Background: an optimization exercise with open tools, aiming at small area, a short achievable clock period and few clock cycles per item. Do not read the settings as production practice.
Function was checked by simulation only, so behaviour that the tests miss may differ from the original.

File: design/flow/design.v
`timescale 1ns / 1ps
module price_memory #(
    parameter DEPTH = 14,     
    parameter DW = 16         
)(
    input wire clk,              
    input wire rst,              
    input wire wr_en,            
    input wire [DW-1:0] new_price,   
    output wire [DW-1:0] oldest_price,  
    output wire [DW-1:0] second_price,  
    output wire full,            
    output wire [4:0] count      
);
    reg [DW-1:0] mem [0:DEPTH-1];   
    reg [4:0] write_ptr;             
    reg [4:0] read_ptr;              
    reg [5:0] item_count;            
    wire [4:0] read_ptr_next = (read_ptr + 1) % DEPTH;
    assign full = (item_count == DEPTH);    
    assign count = item_count;              
    assign oldest_price = mem[read_ptr];    
    assign second_price = mem[read_ptr_next];
    always @(posedge clk or posedge rst) begin
        if (rst) begin
            write_ptr <= 0;
            read_ptr <= 0;
            item_count <= 0;
        end else if (wr_en) begin
            if (item_count < DEPTH) begin
                write_ptr <= (write_ptr + 1) % DEPTH;   
                item_count <= item_count + 1;           
            end else begin
                write_ptr <= (write_ptr + 1) % DEPTH;   
                read_ptr <= read_ptr_next;              
            end
        end
    end
    always @(posedge clk) begin
        if (wr_en)
            mem[write_ptr] <= new_price;
    end
endmodule
`timescale 1ns/1ps
module moving_average_fsm #(
    parameter WINDOW = 14,
    parameter DW     = 16
)(
    input  wire           clk,
    input  wire           rst,
    input  wire           push,           
    input  wire           full,           
    input  wire           start,          
    input  wire [DW-1:0]  new_price,
    input  wire [DW-1:0]  oldest_price,
    output reg  [31:0]    moving_avg,
    output reg            done
);
    reg [63:0] sum;
    always @(posedge clk or posedge rst) begin
        if (rst) begin
            sum <= 0; moving_avg <= 0; done <= 0;
        end else begin
            done <= 0;
            if (push)
                sum <= sum + new_price - (full ? oldest_price : {DW{1'b0}});
            if (start) begin
                moving_avg <= sum / WINDOW;
                done <= 1;
            end
        end
    end
endmodule
`timescale 1ns / 1ps
module rsi_inc #(
    parameter WINDOW = 14,    
    parameter DW = 16         
)(
    input wire             clk,
    input wire             rst,
    input wire             new_price_strobe,  
    input wire [DW-1:0]    new_price,         
    input wire [DW-1:0]    oldest_price,      
    input wire [DW-1:0]    second_price,      
    input wire             mem_full,          
    input wire [4:0]       mem_count,         
    input wire             start,             
    output reg  [DW-1:0]   newest_price,      
    output reg  [7:0]      rsi,               
    output reg             done               
);
    reg [31:0] gain_sum;  
    reg [31:0] loss_sum;  
    reg [31:0] gain, loss, total;   
    wire [31:0] in_gain  = (mem_count != 0 && new_price > newest_price) ? new_price - newest_price : 32'd0;
    wire [31:0] in_loss  = (mem_count != 0 && new_price < newest_price) ? newest_price - new_price : 32'd0;
    wire [31:0] out_gain = (mem_full && second_price > oldest_price) ? second_price - oldest_price : 32'd0;
    wire [31:0] out_loss = (mem_full && second_price < oldest_price) ? oldest_price - second_price : 32'd0;
    always @(posedge clk or posedge rst) begin
        if (rst) begin
            gain_sum     <= 0;
            loss_sum     <= 0;
            rsi          <= 0;
            newest_price <= 0;
            done         <= 0;
        end else begin
            done <= 0;   
            if (new_price_strobe) begin
                gain_sum     <= gain_sum + in_gain - out_gain;
                loss_sum     <= loss_sum + in_loss - out_loss;
                newest_price <= new_price;
            end
            if (start) begin
                gain  = gain_sum;
                loss  = loss_sum;
                total = gain + loss;
                if (total != 0) begin
                    rsi <= (100 * gain) / total;   
                end else begin
                    rsi <= 0;   
                end
            end
        end
    end
endmodule
`timescale 1ns/1ps
module trading_decision #(
    parameter BUY_RSI_THR  = 8'd30,
    parameter SELL_RSI_THR = 8'd70
)(
    input  wire        clk,
    input  wire        rst,
    input  wire        start,
    input  wire [15:0] price_now,
    input  wire [31:0] moving_avg,
    input  wire  [7:0] rsi,
    output reg         buy,
    output reg         sell,
    output reg         done
);
    always @(posedge clk or posedge rst) begin
        if (rst) begin
            buy  <= 0;
            sell <= 0;
            done <= 0;
        end else begin
            done <= start;
            if (start) begin
                buy  <= (price_now > moving_avg[15:0]) && (rsi < BUY_RSI_THR);
                sell <= (price_now < moving_avg[15:0]) && (rsi > SELL_RSI_THR);
            end
        end
    end
endmodule
`timescale 1ns / 1ps
module trading_system_singlemem (
    input  wire        clk,
    input  wire        rst,
    input  wire [15:0] price_in,
    input  wire        new_price,
    output wire        ready,
    output wire [31:0] moving_avg,
    output wire  [7:0] rsi,
    output wire        buy,
    output wire        sell,
    output wire        mem_full,
    output wire [4:0]  mem_cnt,
    output wire [15:0] oldest_price,
    output wire        ma_done,
    output wire        rsi_done
);
    localparam IDLE = 2'd0, CALC = 2'd1, DEC = 2'd2;
    reg  [1:0]  st;
    wire [4:0]  count;
    wire [15:0] second_price;
    wire [15:0] newest_price;
    assign ready = (st == IDLE);
    wire push = new_price && ready;
    wire window_done = push && (count >= 13);
    always @(posedge clk or posedge rst) begin
        if (rst)
            st <= IDLE;
        else case (st)
            IDLE:    if (window_done) st <= CALC;
            CALC:    st <= DEC;
            default: st <= IDLE;
        endcase
    end
    price_memory mem14 (
        .clk(clk),
        .rst(rst),
        .wr_en(push),
        .new_price(price_in),
        .oldest_price(oldest_price),
        .second_price(second_price),
        .full(mem_full),
        .count(count)
    );
    assign mem_cnt = count;
    moving_average_fsm ma14 (
        .clk(clk),
        .rst(rst),
        .push(push),
        .full(mem_full),
        .start(st == CALC),
        .new_price(price_in),
        .oldest_price(oldest_price),
        .moving_avg(moving_avg),
        .done(ma_done)
    );
    rsi_inc rsi14 (
        .clk(clk),
        .rst(rst),
        .new_price_strobe(push),
        .new_price(price_in),
        .oldest_price(oldest_price),
        .second_price(second_price),
        .mem_full(mem_full),
        .mem_count(count),
        .start(st == CALC),
        .newest_price(newest_price),
        .rsi(rsi),
        .done()
    );
    trading_decision dec (
        .clk(clk),
        .rst(rst),
        .start(st == DEC),
        .price_now(newest_price),
        .moving_avg(moving_avg),
        .rsi(rsi),
        .buy(buy),
        .sell(sell),
        .done(rsi_done)
    );
endmodule
File: design/flow/run.sh
#!/bin/bash
# synth_recipe.tcl (not shown) runs the flow's synth.tcl, then flattens the netlist and writes it again
# the make line also repeats each setting of config.mk as NAME=value (left out here)
make -C /OpenROAD-flow-scripts/flow DESIGN_CONFIG=/design/flow/config.mk WORK_HOME=/design/flow/orfs CLKGATE_MAP_FILE= SYNTH_SCRIPT=/design/flow/synth_recipe.tcl finish
File: design/flow/config.mk
export PLATFORM = sky130hd
export DESIGN_NAME = trading_system_singlemem
export DESIGN_NICKNAME = trading_system_singlemem
export VERILOG_FILES = /design/flow/design.v
export SDC_FILE = /design/flow/constraint.sdc
export NUM_CORES = 4
export LEC_CHECK = 0
export CAP_MARGIN = 20
export CORE_MARGIN = 2
export CORE_UTILIZATION = 40
export SLEW_MARGIN = 20
File: design/flow/constraint.sdc
create_clock -name core_clock -period 110.0 [get_ports {clk}]
set_input_delay 22.0000 -clock core_clock [delete_from_list [all_inputs] [get_ports {clk}]]
set_output_delay 22.0000 -clock core_clock [all_outputs]
set_load 0.01 [all_outputs]
==> results.txt <==
- Status: finished clean
- WL/cell: 21.37 µm
- Die Wd: 627.9 µm
- Worst-margin pin slew: 1254 ps
- Number of top-level pins: 86
- Final #Nets: 22020
- Worst-skew pair later-pin latency: 760 ps
- Tmin final: 103780 ps
- Largest net degree at the start of global routing: 97
- Synth Register Bits: 430
- PnR worst setup slack: 6218 ps
- # rows: 229
- Buffer depth of the longest clock path: 3
- Commonest non-fill, non-tap cells in the layout: 1818 x nand2_1, 1680 x nor2_1, 1496 x xnor2_1
- Final wirelength: 560400 µm
- H-tree depth: 2
- Post-Synthesis Cells: 20300
- CTS root buffer: clkbuf_16
- Total CTS buffers: 55
- DP Wirelength: 454700 µm
- MaxCap Viol Count: 0
- Final total negative setup slack: 0 ps
- Crit path max fanout: 37
- Share of the synthesized area in the top cell type: 8.588%
- Slowest stage delay, CP: 1110 ps
- Post-synth EDFFs: 224
- Crit share post-route: 94.35%
- Port bufs: 85
- CP Launch Type: flip-flop
- CP dominant cell by count: buf_4
- Count of cell types in the netlist: 247
- Fmax: 9.636 MHz
- Clock transition at path regs: 70 ps
- Final setup viols: 0
- Grt ovf: 0
- First-iteration detailed-routing DRC count: 13050
- Kind of critical path: flip-flop to flip-flop
- Hold Path Class: flip-flop to flip-flop
- Synth async-reset ratio: 47.91%
- Cell Area, Synth: 155700 µm²
- Die Y: 627.9 µm
- Commonest non-fill, non-tap cell in the layout: nand2_1
- Post-synthesis sequential area ratio: 7.630%
- Slew Viols, Final: 0
- Syn Area/Cell: 7.670 µm²
- Slowest stage cell, crit path: a2111oi_0
- Pre-CTS WS: -2066 ps
- Residual DRC: 0
- Clock Skew: 36.42 ps
- Global-route wire length before repair: 869700 µm
- Routed vias: 160100
- Ranking of synthesized cells by area: xnor2_1 8.6%, ha_1 7.5%, nand2_1 4.4%, edfxtp_1 4.3%, nor2_1 4.1%
- Initial antenna violation count: 8
- Clock sinks: 430
- WP data required: 110590 ps
- Synth Net Count: 21360
- Area Growth Syn to Fin: 9.290%
- Vias in the first global route: 150600
- Vias per inst: 6.107
- Ratio of cells with drive above 1 in the final layout: 19.17%
- GPL Wtd Cong: 0.9668
- Slew Limit Headroom: 15.90%
- Critical Path Sink Type: flip-flop
- Crit path DAT: 104370 ps
- Initial Util: 40.11%
- Pre-Repair DR Iteration Count: 8
- Area leader, netlist: xnor2_1
- Total GRT Usage: 26.76%
- Commonest register cell after synthesis: edfxtp_1
- Final Hold Vio Count: 0
- CORE AREA: 388200 µm²
- Die area: 394300 µm²
- Synth Warn #: 5
- ANT nets after route: 0
- TritonCTS clock tree: built
==> synth_stat cells (all sizes together), types with 125 or more instances <==
| master | instances |
|---|---|
| nand2 | 1879 |
| nor2 | 1763 |
| xnor2 | 1610 |
| a21oi | 1350 |
| o21ai | 1138 |
| inv | 1010 |
| ha | 928 |
| nand3 | 699 |
| nor3 | 699 |
| xor2 | 655 |
| buf | 482 |
| nand4 | 467 |
| clkbuf | 388 |
| and2 | 381 |
| nor4 | 375 |
| a21o | 340 |
| nand2b | 304 |
| a31oi | 292 |
| or3 | 279 |
| a211oi | 275 |
| o31ai | 261 |
| and3 | 248 |
| o21bai | 238 |
| mux2i | 237 |
| edfxtp | 224 |
| or2 | 213 |
| dfrtp | 206 |
| a2111oi | 202 |
| o211ai | 171 |
| o21a | 167 |
| or4 | 164 |
| mux2 | 149 |
| nor2b | 136 |
| and4 | 128 |
| a311oi | 125 |
==> path summary, 6_finish.rpt <==
path                                                 start                               to  slack, ps  cells past startpoint
min in group asynchronous                              rst  ma14.moving_avg[18]$_DFFE_PP0P_      21710                      2
hold reg to reg            mem14.item_count[5]$_DFFE_PP0P_  mem14.item_count[5]$_DFFE_PP0P_        380                      0
max in group asynchronous                              rst   rsi14.gain_sum[18]$_DFFE_PP0P_      86100                      4
setup / recovery                  ma14.sum[11]$_DFFE_PP0P_   ma14.moving_avg[0]$_DFFE_PP0P_       6220                    246
hold / removal             mem14.item_count[5]$_DFFE_PP0P_  mem14.item_count[5]$_DFFE_PP0P_        380                      0
setup reg to reg                  ma14.sum[11]$_DFFE_PP0P_   ma14.moving_avg[0]$_DFFE_PP0P_       6220                    246
==> state kept, by name, indices dropped and copies added (netlist names) <==
name	count
ma14.sum	64
mem14.mem	224
dec.done	1
dec.buy	1
dec.sell	1
rsi14.gain_sum	32
rsi14.loss_sum	32
mem14.write_ptr	5
rsi14.rsi	8
mem14.item_count	6
mem14.read_ptr	5
ma14.done	1
st	2
ma14.moving_avg	32
rsi14.newest_price	16
==> cell type report <==
cell class | instances | area [µm²]
Timing Repair Buffer | 1499 | 11740
Inverter | 1027 | 3936
Sequential cell | 430 | 11890
Clock inverter | 39 | 446.7
Fill cell | 39670 | 218100
Multi-Input combinational cell | 17960 | 134200
Antenna cell | 5 | 12.51
Clock buffer | 64 | 1440
Tap cell | 5197 | 6502
==> critical path, delay by kind of cell, from the launching register on <==
kind	cells	cell delay, ps
and+or+nand+nor	125	60390
AOI/OAI and AO/OA	72	28760
buffers and inverters	27	6570
xor gates and xnor gates	16	4340
muxes	5	2260
DFF	1	560
adders and majority gates	1	320
==> cell families after synthesis <==
logic type,count (synthesis),synth area share (%)
xor+xnor,2269,13.42
simple gates,8345,30.69
mux,466,3.838
compound gates,5784,27.94
flops,430,7.630
buf+inv,1918,7.275
fa+ha+maj,1091,9.201
==> metal layers <==
metal	global-route usage, %	vias to the layer above	share of wire, %
met3	1.843	940	5.1
li1	-	77480	-
met2	45.25	5199	47
met1	35.18	76470	44
met5	0	-	0.0055
met4	10.93	4	4.6
==> per-stage QoR <==
| stage | hold WS (ps) | instances | instance area (µm²) | util (%) |
|---|---|---|---|---|
| after floorplan | 429.7 | 20300 | 155800 | - |
| after global placement | 368.9 | 26010 | 166200 | 42.80 |
| after detailed placement | 369.3 | 26010 | 166200 | 42.80 |
| after CTS | 385.8 | 26120 | 168300 | 43.34 |
| after global routing | 398.2 | 26210 | 170200 | 43.83 |
| final | 379.0 | 26220 | 170200 | 43.84 |
==> what timing repair did <==
item	CTS	global route
endpoints found under the hold margin	0	0
gates resized for setup	46	353
buffers inserted	7	93
cloned	1	1
hold buffers	0	0
pin swaps	6	201
endpoints found under the setup margin	2	3
Testbench counts, summed over its fixed seeds: cycles 6,280, items 2,056.

## static timing again, ports no longer ideal
How much do the figures lean on ideal ports? The routed layout below was timed once more, with nothing changed but the port constraints.
Step 1: set_driving_cell puts a clkbuf_16 on clk and a buf_2 on each other input, an assumption about the parent block.
Step 2 times the ports against the registers' clock, not the clock port: input delays grow and output delays shrink by t, the midpoint of the rising clock arrivals with the driver on.
Three values: no drivers, after step 1, after step 2; two values: the first two.
shift t [ns]: 0.842
slack for setup (ns): 6.218 / 6.218 / 6.218
worst setup path at the end: register to register
clock arrival spread, ns: 0.037 / 0.036
After both steps setup and hold are still met in this run. For this run, drivers alone change the setup slack by 0.000 ns; drivers and shift together by 0.000 ns.
